This design comes from an exercise in tuning for a short achievable clock period and few clock cycles on the open sky130 flow, not from production work.
Only simulation tests tie the RTL to the original design; equivalence was not proved.

==> inputs of raven <==
Design Pipelined_CPU, start of the top module:
module Pipelined_CPU(
    input clk,
    input reset,
    output reg [31:0] iaddr,
    input [31:0] idata,
    output reg [31:0] daddr,
    input [31:0] drdata,
    output reg [31:0] dwdata,
    output reg [3:0] we,
    output reg [31:0] pc
    );
==> flow/config.mk <==
export PLATFORM = sky130hd
export DESIGN_NAME = Pipelined_CPU
export DESIGN_NICKNAME = Pipelined_CPU
export VERILOG_FILES = /design/flow/design.v
export SDC_FILE = /design/flow/constraint.sdc
export NUM_CORES = 4
export LEC_CHECK = 0
export CAP_MARGIN = 20
export CORE_MARGIN = 2
export CORE_UTILIZATION = 50
export SLEW_MARGIN = 20
==> flow/constraint.sdc <==
create_clock -name core_clock -period 9.0 [get_ports {clk}]
set_input_delay 1.8000 -clock core_clock [delete_from_list [all_inputs] [get_ports {clk}]]
set_output_delay 1.8000 -clock core_clock [all_outputs]
set_load 0.01 [all_outputs]
standard.sh (not shown) runs the stock make flow with config.mk's settings and CLKGATE_MAP_FILE= SYNTH_SCRIPT=/design/flow/synth_recipe.tcl, a recipe that flattens the netlist after the stock synthesis.
==> flow/flow/run.sh <==
#!/bin/bash
set -euo pipefail
bash standard.sh SETUP_SLACK_MARGIN=5.5 finish > standard_make.log 2>&1
==> willow (differences from raven) <==
--- a/flow/design.v
+++ b/flow/design.v
@@ -53,13 +53,12 @@
     input [31:0] drdata,
     output reg [31:0] dwdata,
     output reg [3:0] we,
     output reg [31:0] pc
     );
     reg [31:0] pc_r;
-    reg [31:0] pc_o;        
     reg        x_kill;      
     reg [31:0] x_a;         
     reg [31:0] x_b;         
     reg [31:0] x_sd;        
     reg [31:0] x_pre;       
     reg [31:0] x_alt;       
@@ -72,14 +71,12 @@
     reg [2:0]  x_f3;
     reg        x_sub;
     reg        x_arith;
     reg        x_sadd, x_sslt, x_ssltu, x_sxor, x_sor, x_sand, x_ssll, x_ssr;
     reg        x_m_eq, x_m_ne, x_m_lt, x_m_ge, x_m_ltu, x_m_geu;
     reg        x_fa, x_fb, x_fs;
-    reg        x_addi;
-    reg [31:0] x_nimm;
     reg        m_wen;
     reg        m_load;
     reg [4:0]  m_rd;
     reg [31:0] m_res;
     reg [2:0]  m_f3;
     reg [31:0] daddr_r;
@@ -92,25 +89,16 @@
     wire [31:0] b  = x_fb ? m_res : x_b;
     wire [31:0] sd = x_fs ? m_res : x_sd;
     wire [31:0] bx = x_sub ? ~b : b;
     wire [31:0] sum;
     wire        sum_co;
     ks_add #(32) u_add (.a(a), .b(bx), .cin(x_sub), .s(sum), .cout(sum_co));
-    wire eq_ab = ~|(x_a ^ x_b);
-    wire eq_mb = ~|(m_res ^ x_b);
-    wire eq_am = ~|(x_a ^ m_res);
-    wire ltu_ab, ltu_mb, ltu_am, lts_ab, lts_mb, lts_am;
-    lt_tree #(32) u_ltu_ab (.a(x_a),   .b(x_b),   .lt(ltu_ab));
-    lt_tree #(32) u_ltu_mb (.a(m_res), .b(x_b),   .lt(ltu_mb));
-    lt_tree #(32) u_ltu_am (.a(x_a),   .b(m_res), .lt(ltu_am));
-    lt_tree #(32) u_lts_ab (.a({~x_a[31], x_a[30:0]}),     .b({~x_b[31], x_b[30:0]}),     .lt(lts_ab));
-    lt_tree #(32) u_lts_mb (.a({~m_res[31], m_res[30:0]}), .b({~x_b[31], x_b[30:0]}),     .lt(lts_mb));
-    lt_tree #(32) u_lts_am (.a({~x_a[31], x_a[30:0]}),     .b({~m_res[31], m_res[30:0]}), .lt(lts_am));
-    wire eq  = x_fa ? (x_fb | eq_mb) : (x_fb ? eq_am : eq_ab);
-    wire ltu = x_fa ? (~x_fb & ltu_mb) : (x_fb ? ltu_am : ltu_ab);
-    wire lts = x_fa ? (~x_fb & lts_mb) : (x_fb ? lts_am : lts_ab);
+    wire        eq = ~|(a ^ b);
+    wire        ltu, lts;
+    lt_tree #(32) u_ltu (.a(a), .b(b), .lt(ltu));
+    lt_tree #(32) u_lts (.a({~a[31], a[30:0]}), .b({~b[31], b[30:0]}), .lt(lts));
     wire [31:0] sll = a << b[4:0];
     wire [31:0] srl = $signed({x_arith & a[31], a}) >>> b[4:0];
     wire [31:0] other =
         ({32{x_sslt}}  & {31'd0, lts}) |
         ({32{x_ssltu}} & {31'd0, ltu}) |
         ({32{x_sxor}}  & (a ^ b)) |
@@ -190,37 +178,19 @@
     wire [31:0] imm_s = {{20{ir[31]}}, ir[31:25], ir[11:7]};
     wire [31:0] imm_b = {{19{ir[31]}}, ir[31], ir[7], ir[30:25], ir[11:8], 1'b0};
     wire [31:0] imm_j = {{11{ir[31]}}, ir[31], ir[19:12], ir[20], ir[30:21], 1'b0};
     wire [31:0] imm   = is_store ? imm_s : imm_i;
     wire [31:0] f_tj, f_tb, f_pc4;
     wire [19:0] auipc_hi;
-    wire        f_c3, f_c4;
-    wire [12:0] tb_lo;
-    wire [20:0] tj_lo;
-    wire [18:0] pb_inc, pb_dec;
-    wire [10:0] pj_inc, pj_dec;
-    wire        cb_lo, cj_lo, cb_i, cb_d, cj_i, cj_d;
-    ks_add #(13) u_tb (.a(pc_r[12:0]), .b(imm_b[12:0]), .cin(1'b0), .s(tb_lo), .cout(cb_lo));
-    ks_add #(21) u_tj (.a(pc_r[20:0]), .b(imm_j[20:0]), .cin(1'b0), .s(tj_lo), .cout(cj_lo));
-    ks_add #(19) u_bi (.a(pc_r[31:13]), .b(19'd1), .cin(1'b0), .s(pb_inc), .cout(cb_i));
-    ks_add #(19) u_bd (.a(pc_r[31:13]), .b({19{1'b1}}), .cin(1'b0), .s(pb_dec), .cout(cb_d));
-    ks_add #(11) u_ji (.a(pc_r[31:21]), .b(11'd1), .cin(1'b0), .s(pj_inc), .cout(cj_i));
-    ks_add #(11) u_jd (.a(pc_r[31:21]), .b({11{1'b1}}), .cin(1'b0), .s(pj_dec), .cout(cj_d));
-    wire [18:0] tb_hi = (ir[31] == cb_lo) ? pc_r[31:13] : cb_lo ? pb_inc : pb_dec;
-    wire [10:0] tj_hi = (ir[31] == cj_lo) ? pc_r[31:21] : cj_lo ? pj_inc : pj_dec;
-    assign f_tb = {tb_hi, tb_lo};
-    assign f_tj = {tj_hi, tj_lo};
+    wire        f_c1, f_c2, f_c3, f_c4;
+    ks_add #(32) u_tj (.a(pc_r), .b(imm_j), .cin(1'b0), .s(f_tj), .cout(f_c1));
+    ks_add #(32) u_tb (.a(pc_r), .b(imm_b), .cin(1'b0), .s(f_tb), .cout(f_c2));
     ks_add #(30) u_p4 (.a(pc_r[31:2]), .b(30'd1), .cin(1'b0), .s(f_pc4[31:2]), .cout(f_c3));
     assign f_pc4[1:0] = pc_r[1:0];
     ks_add #(20) u_au (.a(pc_r[31:12]), .b(ir[31:12]), .cin(1'b0), .s(auipc_hi), .cout(f_c4));
-    wire eqz_r = ~|(x_a ^ x_nimm);
-    wire eqz_m = ~|(m_res ^ x_nimm);
-    wire addi_zero = x_fa ? eqz_m : eqz_r;
-    wire fuse = is_br && (f3[2:1] == 2'b00) && x_addi && ev &&
-                (((rs1 == x_rd) && (rs2 == 5'd0)) || ((rs2 == x_rd) && (rs1 == 5'd0)));
-    wire f_pred = is_jal | (is_br & (fuse ? (addi_zero ^ f3[0]) : (ir[31] | ir[12])));
+    wire f_pred = is_jal | (is_br & (ir[31] | ir[12]));
     wire [31:0] f_target = ir[3] ? f_tj : f_tb;
     wire xw  = x_wen & ev;
     wire p1a = xw && (x_rd == rs1);
     wire p1b = xw && (x_rd == rs2);
     wire p2a = m_wen && (m_rd == rs1);
     wire p2b = m_wen && (m_rd == rs2);
@@ -233,47 +203,34 @@
     wire [31:0] rv2 = p2b ? m_val : p3b ? w_res : rf2;
     wire alu_op = is_alur | is_alui;
     wire bt = is_br & ~f_pred;    
     wire bn = is_br & f_pred;     
     wire [31:0] pre = is_lui ? {ir[31:12], 12'd0} :
                       is_auipc ? {auipc_hi, pc_r[11:0]} : f_pc4;
-    wire        jf = is_jalr && x_ispre && p1a;
-    wire [11:0] jf_lo;
-    wire        jf_c;
-    ks_add #(12) u_jf (.a(x_pre[11:0]), .b(ir[31:20]), .cin(1'b0), .s(jf_lo), .cout(jf_c));
-    wire [19:0] x_pre_p1, x_pre_m1;
-    wire        jf_c1, jf_c2;
-    ks_add #(20) u_xpp (.a(x_pre[31:12]), .b(20'd1),      .cin(1'b0), .s(x_pre_p1), .cout(jf_c1));
-    ks_add #(20) u_xpm (.a(x_pre[31:12]), .b({20{1'b1}}), .cin(1'b0), .s(x_pre_m1), .cout(jf_c2));
-    wire [19:0] jf_hi = (ir[31] == jf_c) ? x_pre[31:12] : jf_c ? x_pre_p1 : x_pre_m1;
-    wire [31:0] jf_target = {jf_hi, jf_lo[11:1], 1'b0};
-    wire [31:0] pc_seq  = stall ? pc_r : jf ? jf_target : f_pred ? f_target : f_pc4;
+    wire [31:0] pc_seq  = stall ? pc_r : f_pred ? f_target : f_pc4;
     wire [31:0] pc_next = x_redirect ? x_target : pc_seq;
     always @(*) begin
-        iaddr = pc_o;
-        pc    = pc_o;
+        iaddr = pc_r;
+        pc    = pc_r;
         daddr = daddr_r;
     end
     wire go = !reset && !stall;    
     always @(posedge clk) begin
         if (reset) pc_r <= 32'd0;
         else       pc_r <= pc_next;
-        pc_o <= pc_next & {32{~reset}};
         x_kill  <= x_redirect;
         x_a     <= rv1;
         x_b     <= rs2_alu ? rv2 : imm;
         x_sd    <= rv2;
         x_pre   <= pre;
-        x_addi  <= go && wen && is_alui && (f3 == 3'b000);
-        x_nimm  <= ~imm_i + 32'd1;
         x_alt   <= f_pred ? f_pc4 : f_tb;
         x_rd    <= rd;
         x_wen   <= go && wen;
         x_load  <= go && is_load;
         x_store <= go && is_store;
-        x_jalr  <= go && is_jalr && !jf;
+        x_jalr  <= go && is_jalr;
         x_ispre <= ispre;
         x_f3    <= f3;
         x_sub   <= is_alur & ir[30] & (f3 == 3'b000);
         x_arith <= ir[30];
         x_sadd  <= (alu_op & f3 == 3'b000) | is_load | is_store;
         x_sslt  <= alu_op & f3 == 3'b010;
==> flow/flow/run.sh (replaced) <==
#!/bin/bash
set -euo pipefail
bash standard.sh SETUP_SLACK_MARGIN=5.25 finish > standard_make.log 2>&1
--- a/flow/config.mk
+++ b/flow/config.mk
@@ -4,8 +4,8 @@
 export VERILOG_FILES = /design/flow/design.v
 export SDC_FILE = /design/flow/constraint.sdc
 export NUM_CORES = 4
 export LEC_CHECK = 0
 export CAP_MARGIN = 20
 export CORE_MARGIN = 2
-export CORE_UTILIZATION = 50
+export CORE_UTILIZATION = 40
 export SLEW_MARGIN = 20
==> lagoon (differences from raven) <==
--- a/flow/design.v
+++ b/flow/design.v
@@ -74,12 +74,13 @@
     reg        x_arith;
     reg        x_sadd, x_sslt, x_ssltu, x_sxor, x_sor, x_sand, x_ssll, x_ssr;
     reg        x_m_eq, x_m_ne, x_m_lt, x_m_ge, x_m_ltu, x_m_geu;
     reg        x_fa, x_fb, x_fs;
     reg        x_addi;
     reg [31:0] x_nimm;
+    reg [19:0] x_pre_p1, x_pre_m1;
     reg        m_wen;
     reg        m_load;
     reg [4:0]  m_rd;
     reg [31:0] m_res;
     reg [2:0]  m_f3;
     reg [31:0] daddr_r;
@@ -88,16 +89,18 @@
     reg [31:0] w_res;
     reg [31:0] rf [1:31];
     wire ev = ~x_kill;
     wire [31:0] a  = x_fa ? m_res : x_a;
     wire [31:0] b  = x_fb ? m_res : x_b;
     wire [31:0] sd = x_fs ? m_res : x_sd;
-    wire [31:0] bx = x_sub ? ~b : b;
-    wire [31:0] sum;
-    wire        sum_co;
-    ks_add #(32) u_add (.a(a), .b(bx), .cin(x_sub), .s(sum), .cout(sum_co));
+    wire [31:0] s_ab, s_mb, s_am;
+    wire        c_ab, c_mb, c_am;
+    ks_add #(32) u_add_ab (.a(x_a),   .b(x_b),   .cin(x_sub), .s(s_ab), .cout(c_ab));
+    ks_add #(32) u_add_mb (.a(m_res), .b(x_b),   .cin(x_sub), .s(s_mb), .cout(c_mb));
+    ks_add #(32) u_add_am (.a(x_a),   .b(m_res), .cin(1'b0),  .s(s_am), .cout(c_am));
+    wire [31:0] sum = x_fa ? (x_fb ? {m_res[30:0], 1'b0} : s_mb) : (x_fb ? s_am : s_ab);
     wire eq_ab = ~|(x_a ^ x_b);
     wire eq_mb = ~|(m_res ^ x_b);
     wire eq_am = ~|(x_a ^ m_res);
     wire ltu_ab, ltu_mb, ltu_am, lts_ab, lts_mb, lts_am;
     lt_tree #(32) u_ltu_ab (.a(x_a),   .b(x_b),   .lt(ltu_ab));
     lt_tree #(32) u_ltu_mb (.a(m_res), .b(x_b),   .lt(ltu_mb));
@@ -190,31 +193,29 @@
     wire [31:0] imm_s = {{20{ir[31]}}, ir[31:25], ir[11:7]};
     wire [31:0] imm_b = {{19{ir[31]}}, ir[31], ir[7], ir[30:25], ir[11:8], 1'b0};
     wire [31:0] imm_j = {{11{ir[31]}}, ir[31], ir[19:12], ir[20], ir[30:21], 1'b0};
     wire [31:0] imm   = is_store ? imm_s : imm_i;
     wire [31:0] f_tj, f_tb, f_pc4;
     wire [19:0] auipc_hi;
-    wire        f_c3, f_c4;
-    wire [12:0] tb_lo;
-    wire [20:0] tj_lo;
-    wire [18:0] pb_inc, pb_dec;
-    wire [10:0] pj_inc, pj_dec;
-    wire        cb_lo, cj_lo, cb_i, cb_d, cj_i, cj_d;
-    ks_add #(13) u_tb (.a(pc_r[12:0]), .b(imm_b[12:0]), .cin(1'b0), .s(tb_lo), .cout(cb_lo));
-    ks_add #(21) u_tj (.a(pc_r[20:0]), .b(imm_j[20:0]), .cin(1'b0), .s(tj_lo), .cout(cj_lo));
-    ks_add #(19) u_bi (.a(pc_r[31:13]), .b(19'd1), .cin(1'b0), .s(pb_inc), .cout(cb_i));
-    ks_add #(19) u_bd (.a(pc_r[31:13]), .b({19{1'b1}}), .cin(1'b0), .s(pb_dec), .cout(cb_d));
-    ks_add #(11) u_ji (.a(pc_r[31:21]), .b(11'd1), .cin(1'b0), .s(pj_inc), .cout(cj_i));
-    ks_add #(11) u_jd (.a(pc_r[31:21]), .b({11{1'b1}}), .cin(1'b0), .s(pj_dec), .cout(cj_d));
-    wire [18:0] tb_hi = (ir[31] == cb_lo) ? pc_r[31:13] : cb_lo ? pb_inc : pb_dec;
-    wire [10:0] tj_hi = (ir[31] == cj_lo) ? pc_r[31:21] : cj_lo ? pj_inc : pj_dec;
-    assign f_tb = {tb_hi, tb_lo};
-    assign f_tj = {tj_hi, tj_lo};
+    wire        f_c1, f_c2, f_c3, f_c4;
+    ks_add #(32) u_tj (.a(pc_r), .b(imm_j), .cin(1'b0), .s(f_tj), .cout(f_c1));
+    ks_add #(32) u_tb (.a(pc_r), .b(imm_b), .cin(1'b0), .s(f_tb), .cout(f_c2));
     ks_add #(30) u_p4 (.a(pc_r[31:2]), .b(30'd1), .cin(1'b0), .s(f_pc4[31:2]), .cout(f_c3));
     assign f_pc4[1:0] = pc_r[1:0];
     ks_add #(20) u_au (.a(pc_r[31:12]), .b(ir[31:12]), .cin(1'b0), .s(auipc_hi), .cout(f_c4));
+    wire [19:0] pc_hi_m1, au_p1, au_m1, lui_p1, lui_m1, pc4_p1, pc4_m1;
+    wire        cx1, cx2, cx3, cx4, cx5, cx6, cx7;
+    ks_add #(20) u_pcm (.a(pc_r[31:12]), .b({20{1'b1}}), .cin(1'b0), .s(pc_hi_m1), .cout(cx1));
+    ks_add #(20) u_aup (.a(pc_r[31:12]), .b(ir[31:12]),  .cin(1'b1), .s(au_p1),    .cout(cx2));
+    ks_add #(20) u_aum (.a(pc_hi_m1),    .b(ir[31:12]),  .cin(1'b0), .s(au_m1),    .cout(cx3));
+    ks_add #(20) u_lup (.a(ir[31:12]),   .b(20'd1),      .cin(1'b0), .s(lui_p1),   .cout(cx4));
+    ks_add #(20) u_lum (.a(ir[31:12]),   .b({20{1'b1}}), .cin(1'b0), .s(lui_m1),   .cout(cx5));
+    ks_add #(20) u_p4p (.a(f_pc4[31:12]), .b(20'd1),      .cin(1'b0), .s(pc4_p1),   .cout(cx6));
+    ks_add #(20) u_p4m (.a(f_pc4[31:12]), .b({20{1'b1}}), .cin(1'b0), .s(pc4_m1),   .cout(cx7));
+    wire [19:0] pre_p1 = is_lui ? lui_p1 : is_auipc ? au_p1 : pc4_p1;
+    wire [19:0] pre_m1 = is_lui ? lui_m1 : is_auipc ? au_m1 : pc4_m1;
     wire eqz_r = ~|(x_a ^ x_nimm);
     wire eqz_m = ~|(m_res ^ x_nimm);
     wire addi_zero = x_fa ? eqz_m : eqz_r;
     wire fuse = is_br && (f3[2:1] == 2'b00) && x_addi && ev &&
                 (((rs1 == x_rd) && (rs2 == 5'd0)) || ((rs2 == x_rd) && (rs1 == 5'd0)));
     wire f_pred = is_jal | (is_br & (fuse ? (addi_zero ^ f3[0]) : (ir[31] | ir[12])));
@@ -223,13 +224,15 @@
     wire p1a = xw && (x_rd == rs1);
     wire p1b = xw && (x_rd == rs2);
     wire p2a = m_wen && (m_rd == rs1);
     wire p2b = m_wen && (m_rd == rs2);
     wire p3a = w_wen && (w_rd == rs1);
     wire p3b = w_wen && (w_rd == rs2);
-    wire stall = x_load && ev && ((use_rs1 && p1a) || (use_rs2 && p1b));
+    wire is_sub = is_alur & ir[30] & (f3 == 3'b000);
+    wire stall = (x_load && ev && ((use_rs1 && p1a) || (use_rs2 && p1b))) ||
+                 (is_sub && p1b);
     wire [31:0] rf1 = (rs1 == 5'd0) ? 32'd0 : rf[rs1];
     wire [31:0] rf2 = (rs2 == 5'd0) ? 32'd0 : rf[rs2];
     wire [31:0] rv1 = p2a ? m_val : p3a ? w_res : rf1;
     wire [31:0] rv2 = p2b ? m_val : p3b ? w_res : rf2;
     wire alu_op = is_alur | is_alui;
     wire bt = is_br & ~f_pred;    
@@ -237,16 +240,12 @@
     wire [31:0] pre = is_lui ? {ir[31:12], 12'd0} :
                       is_auipc ? {auipc_hi, pc_r[11:0]} : f_pc4;
     wire        jf = is_jalr && x_ispre && p1a;
     wire [11:0] jf_lo;
     wire        jf_c;
     ks_add #(12) u_jf (.a(x_pre[11:0]), .b(ir[31:20]), .cin(1'b0), .s(jf_lo), .cout(jf_c));
-    wire [19:0] x_pre_p1, x_pre_m1;
-    wire        jf_c1, jf_c2;
-    ks_add #(20) u_xpp (.a(x_pre[31:12]), .b(20'd1),      .cin(1'b0), .s(x_pre_p1), .cout(jf_c1));
-    ks_add #(20) u_xpm (.a(x_pre[31:12]), .b({20{1'b1}}), .cin(1'b0), .s(x_pre_m1), .cout(jf_c2));
     wire [19:0] jf_hi = (ir[31] == jf_c) ? x_pre[31:12] : jf_c ? x_pre_p1 : x_pre_m1;
     wire [31:0] jf_target = {jf_hi, jf_lo[11:1], 1'b0};
     wire [31:0] pc_seq  = stall ? pc_r : jf ? jf_target : f_pred ? f_target : f_pc4;
     wire [31:0] pc_next = x_redirect ? x_target : pc_seq;
     always @(*) begin
         iaddr = pc_o;
@@ -257,26 +256,28 @@
     always @(posedge clk) begin
         if (reset) pc_r <= 32'd0;
         else       pc_r <= pc_next;
         pc_o <= pc_next & {32{~reset}};
         x_kill  <= x_redirect;
         x_a     <= rv1;
-        x_b     <= rs2_alu ? rv2 : imm;
+        x_b     <= rs2_alu ? (rv2 ^ {32{is_sub}}) : imm;
         x_sd    <= rv2;
         x_pre   <= pre;
+        x_pre_p1 <= pre_p1;
+        x_pre_m1 <= pre_m1;
         x_addi  <= go && wen && is_alui && (f3 == 3'b000);
         x_nimm  <= ~imm_i + 32'd1;
         x_alt   <= f_pred ? f_pc4 : f_tb;
         x_rd    <= rd;
         x_wen   <= go && wen;
         x_load  <= go && is_load;
         x_store <= go && is_store;
         x_jalr  <= go && is_jalr && !jf;
         x_ispre <= ispre;
         x_f3    <= f3;
-        x_sub   <= is_alur & ir[30] & (f3 == 3'b000);
+        x_sub   <= is_sub;
         x_arith <= ir[30];
         x_sadd  <= (alu_op & f3 == 3'b000) | is_load | is_store;
         x_sslt  <= alu_op & f3 == 3'b010;
         x_ssltu <= alu_op & f3 == 3'b011;
         x_sxor  <= alu_op & f3 == 3'b100;
         x_sor   <= alu_op & f3 == 3'b110;
--- a/flow/config.mk
+++ b/flow/config.mk
@@ -4,8 +4,8 @@
 export VERILOG_FILES = /design/flow/design.v
 export SDC_FILE = /design/flow/constraint.sdc
 export NUM_CORES = 4
 export LEC_CHECK = 0
 export CAP_MARGIN = 20
 export CORE_MARGIN = 2
-export CORE_UTILIZATION = 50
+export CORE_UTILIZATION = 40
 export SLEW_MARGIN = 20
==> comparison <==
Between willow and lagoon, the lower utilization is in willow (gap 3.1 points).
Between lagoon and willow, the lower register-to-register slack is in willow (gap 0.19 ns).
First-iteration DRC count: lagoon > raven > willow.
The lowest synthesized area belongs to willow, the highest to lagoon.
Testbench counts of raven, summed over its fixed seeds: cycles 59,984.
Testbench counts of willow, summed over its fixed seeds: cycles 61,859.
Testbench counts of lagoon, summed over its fixed seeds: cycles 60,046.

## separate check: timing with driven ports
How much do the figures lean on ideal ports? The routed layouts below were timed once more, with nothing changed but the port constraints.
Step 1: set_driving_cell puts a clkbuf_16 on clk and a buf_2 on each other input, an assumption about the parent block.
Step 2 adds t to the input delays and takes it off the output delays; t is the mean of the earliest and latest rising clock arrival at the registers after step 1. Input paths then give back, and output paths get back, about the clock's delay inside the block.
a / b / c = ideal ports / drivers / drivers and shift; a / b = the first two.
| run | t (ns) | setup WS [ns] | worst register clock-pin slew, ns |
|---|---|---|---|
| raven | 0.900 | 4.849 / 4.746 / 3.846 | 0.07 / 0.07 |
| willow | 0.864 | 4.819 / 4.814 / 3.950 | 0.07 / 0.07 |
| lagoon | 0.921 | 4.827 / 4.681 / 3.760 | 0.07 / 0.07 |
After both steps setup and hold are still met in every run listed. The setup slack of lagoon, which loses most, moves by -0.146 ns with the drivers and by -1.067 ns with both steps.
